Context: an optimization exercise on an open-source flow, tuned for small area. The choices shown serve that exercise and are no tape-out recipe. Only simulation tests tie the RTL to the original design; equivalence was not proved. Power figures rest on the tool's default switching activity, not on a simulated workload.

## pine
==> flow/design.v <==
module StoreBuffer(
    input wire CLK,
    input wire RST,
    input wire clear_speculative,  
    input wire reserve_1,
    input wire reserve_2,
    input wire LS_W,
    input wire [4:0] LS_index,
    input wire [15:0] LS_addr,
    input wire [15:0] LS_data,
    input wire [15:0] LS_search_addr,
    input wire pop_head,
    input wire [7:0] ROB_W,       
    input wire [39:0] SB_index,   
    output wire [4:0] free_index_1,
    output wire [4:0] free_index_2,
    output wire stall,
    output wire head_valid,
    output wire [15:0] head_addr,
    output wire [15:0] head_data,
    output wire LS_match,
    output wire [15:0] LS_search_data
);
    reg [31:0] valid;
    reg [31:0] executed;
    reg [31:0] retired;
    reg [15:0] addr [0:31];
    reg [15:0] data [0:31];
    reg [4:0] head;
    reg [4:0] tail;
    reg is_full;
    integer i;
    wire nclr = ~clear_speculative;
    wire res1 = reserve_1 & nclr;
    wire res2 = reserve_2 & nclr;
    wire lsw  = LS_W & nclr;
    wire [4:0] tail_p1 = tail + 5'd1;
    assign free_index_1 = tail;
    assign free_index_2 = tail_p1;
    assign stall = is_full | (tail_p1 == head);
    reg [31:0] ge_head;
    reg [31:0] lt_tail;
    reg [31:0] hdec;      
    reg [31:0] tdec;      
    reg [31:0] tdec1;     
    always @(*) begin
        for (i = 0; i < 32; i = i + 1) begin
            ge_head[i] = (i >= head);
            lt_tail[i] = (i < tail);
        end
        hdec = ge_head & ~{ge_head[30:0], 1'b0};
        tdec = ~lt_tail & {lt_tail[30:0], 1'b1};
        tdec1 = {tdec[30:0], tdec[31]};
    end
    wire wrapf = (head > tail) | ((head == tail) & is_full);
    wire [31:0] active = wrapf ? (ge_head | lt_tail) : (ge_head & lt_tail);
    reg hv;
    reg [15:0] ha, hd;
    always @(*) begin
        hv = 1'b0;
        ha = 16'b0;
        hd = 16'b0;
        for (i = 0; i < 32; i = i + 1) begin
            hv = hv | (hdec[i] & valid[i] & executed[i] & retired[i]);
            ha = ha | ({16{hdec[i]}} & addr[i]);
            hd = hd | ({16{hdec[i]}} & data[i]);
        end
    end
    assign head_valid = hv;
    assign head_addr = ha;
    assign head_data = hd;
    reg [31:0] m;
    always @(*) begin
        for (i = 0; i < 32; i = i + 1)
            m[i] = valid[i] & executed[i] & active[i] & (addr[i] == LS_search_addr);
    end
    wire m_lo = |(m & ~ge_head);
    wire [31:0] mx = m & (m_lo ? ~ge_head : ge_head);
    reg [31:0] msel;
    reg [31:0] sfx;
    reg [15:0] sd;
    always @(*) begin
        sfx = mx;
        sfx = sfx | (sfx >> 1);
        sfx = sfx | (sfx >> 2);
        sfx = sfx | (sfx >> 4);
        sfx = sfx | (sfx >> 8);
        sfx = sfx | (sfx >> 16);
        msel = mx & ~(sfx >> 1);
        sd = 16'b0;
        for (i = 0; i < 32; i = i + 1)
            sd = sd | ({16{msel[i]}} & data[i]);
    end
    assign LS_match = |m;
    assign LS_search_data = sd;
    wire [31:0] c = valid & retired;
    wire c_lo = |(c & ~ge_head);
    wire [31:0] cx = c & (c_lo ? ~ge_head : ge_head);
    reg [31:0] csfx;
    reg [4:0] cidx1;
    always @(*) begin
        csfx = cx;
        csfx = csfx | (csfx >> 1);
        csfx = csfx | (csfx >> 2);
        csfx = csfx | (csfx >> 4);
        csfx = csfx | (csfx >> 8);
        csfx = csfx | (csfx >> 16);
        cidx1 = 5'd0;
        for (i = 0; i < 32; i = i + 1)
            if (cx[i] & ~((i < 31) ? csfx[(i+1)%32] : 1'b0))
                cidx1 = cidx1 | ((i + 1) % 32);
    end
    wire [4:0] mispredict_new_tail = (|c) ? cidx1 : head;
    reg [31:0] ret;
    reg [3:0] rhi;
    reg [7:0] rlo;
    integer l;
    always @(*) begin
        ret = 32'b0;
        for (l = 0; l < 8; l = l + 1) begin
            rhi = ROB_W[l] ? (4'b1 << SB_index[5*l+3 +: 2]) : 4'b0;
            rlo = 8'b1 << SB_index[5*l +: 3];
            for (i = 0; i < 32; i = i + 1)
                ret[i] = ret[i] | (rhi[i/8] & rlo[i%8]);
        end
    end
    reg [31:0] wdec;
    always @(*) begin
        wdec = 32'b0;
        wdec[LS_index] = lsw;
    end
    wire [31:0] resv = ({32{res1}} & tdec) | ({32{res2}} & tdec1);
    wire [31:0] popv = {32{pop_head}} & hdec;
    wire [31:0] we = wdec | {32{RST}};
    wire [15:0] wa = LS_addr & {16{~RST}};
    wire [15:0] wd = LS_data & {16{~RST}};
    wire [4:0] tail_next = tail + {4'b0, res1} + {4'b0, res2};
    always @(posedge CLK) begin
        for (i = 0; i < 32; i = i + 1)
            if (we[i]) begin
                addr[i] <= wa;
                data[i] <= wd;
            end
        executed <= wdec | (executed & ~resv);
        retired <= ret | (retired & ~resv);
        if (RST)
            valid <= 32'b0;
        else if (clear_speculative)
            valid <= valid & retired;
        else
            valid <= (valid | resv) & ~popv;
        if (RST) begin
            head <= 5'd0;
            tail <= 5'd0;
            is_full <= 1'b0;
        end else if (clear_speculative) begin
            tail <= mispredict_new_tail;
            is_full <= 1'b0;
        end else begin
            tail <= tail_next;
            if (pop_head) begin
                head <= head + 5'd1;
                is_full <= 1'b0;
            end else if ((res1 | res2) & (tail_next == head))
                is_full <= 1'b1;
        end
    end
endmodule
Settings: LEC_CHECK=0, CAP_MARGIN=20, CORE_MARGIN=2, CORE_UTILIZATION=45, PLACE_DENSITY=0.6, SLEW_MARGIN=20; clock period 100.0 ns.
standard.sh (not shown) runs the stock make flow with config.mk's settings and CLKGATE_MAP_FILE= SYNTH_SCRIPT=/design/flow/synth_recipe.tcl, a recipe that flattens the netlist after the stock synthesis.
==> flow/flow/run.sh <==
#!/bin/bash
# Standard ORFS layout with these changes to how the layout is made:
#  - synthesis maps logic with an area-oriented ABC script (flow/area.abc);
#    everything else in synthesis is the standard script, so the
#    registers, their names and cell types are unchanged
#  - the platform's don't-use list is extended with the high-drive (_2 and
#    up) logic cells and large buffers (flow/dont_use.txt), so repair fixes
#    slew with small buffers instead of upsizing gates
#  - port buffers use the smallest buffer cell
#  - CTS uses clkbuf_8 with small sink clusters and no dummy loads
set -euo pipefail
W=$PWD
{
  head -n 1 synth_recipe.tcl
  echo "proc abc {args} { set i [lsearch -exact \$args -script]; if {\$i >= 0} { lset args [expr {\$i + 1}] $W/flow/area.abc }; yosys abc {*}\$args }"
  tail -n +2 synth_recipe.tcl
} > my_synth.tcl
DU=$(tr '\n' ' ' < flow/dont_use.txt)
bash standard.sh \
  SYNTH_SCRIPT=$W/my_synth.tcl \
  "DONT_USE_CELLS=$DU" \
  "BUFFER_PORTS_ARGS=-buffer_cell sky130_fd_sc_hd__buf_1" \
  "CTS_ARGS=-sink_clustering_enable -repair_clock_nets -dont_use_dummy_load -buf_list {sky130_fd_sc_hd__clkbuf_8} -sink_clustering_size 16 -sink_clustering_max_diameter 60" \
  finish > flow.log 2>&1
==> flow/flow/area.abc <==
&get -n
&st
&deepsyn -T 400
&dch -f
&nf -a -R 1000
&put
mfs2
&get -n
&st
&dch -f
&nf -a -R 1000
&put
Other scripts of this flow, unchanged in this note and not shown: flow/flow/dont_use.txt
No stage failed in pine, and the final checks on the layout all came back clean.
Input-level comparison between maple and pine:
- a change of PLACE_DENSITY from 0.6 to 0.75
--- a/flow/flow/area.abc
+++ b/flow/flow/area.abc
@@ -3 +3,8 @@
-&deepsyn -T 400
+&dc2
+&dch -f
+&nf -a -R 1000
+&put
+mfs2
+&get -n
+&st
+&dc2
--- outcome ---
[maple vs pine] non-clock buffer count: lower in maple
The synthesis-to-layout area growth on pine is in line with that on maple.
The share of cells above drive strength 1 on pine is in line with that on maple.
Delta(combinational share of power, maple - pine) < 0
Summary: with pine as the reference, area inside the core boundary in maple moved down slightly.
Post-route standard cell area excluding fillers: maple vs pine, no meaningful difference
Relative to pine, total wire length has increased by 3.2% in maple.

==> re-timing with driven ports <==
The flow's constraints put no driver on any port. The routed layouts listed below were extracted and timed again, unchanged, in two steps. Step 1 assumes that a clkbuf_16 drives the clock port and a buf_2 every other input. Step 2 times the ports against the registers' clock, not the clock port: input delays grow and output delays shrink by t, the midpoint of the rising clock arrivals with the driver on. a / b / c = ideal / step 1 / step 2; a / b = the first two.
run | shift t [ns] | slack for setup (ns) | worst register clock-pin slew, ns | worst slew at a driven data input, ns
pine | 0.946 | 46.284 / 46.247 / 46.247 | 0.11 / 0.11 | 0.06
maple | 0.942 | 48.199 / 48.166 / 48.166 | 0.11 / 0.11 | 0.07
After both steps every run listed still meets setup and hold. For pine, which loses most, drivers alone change the setup slack by -0.037 ns; drivers and shift together by -0.037 ns.
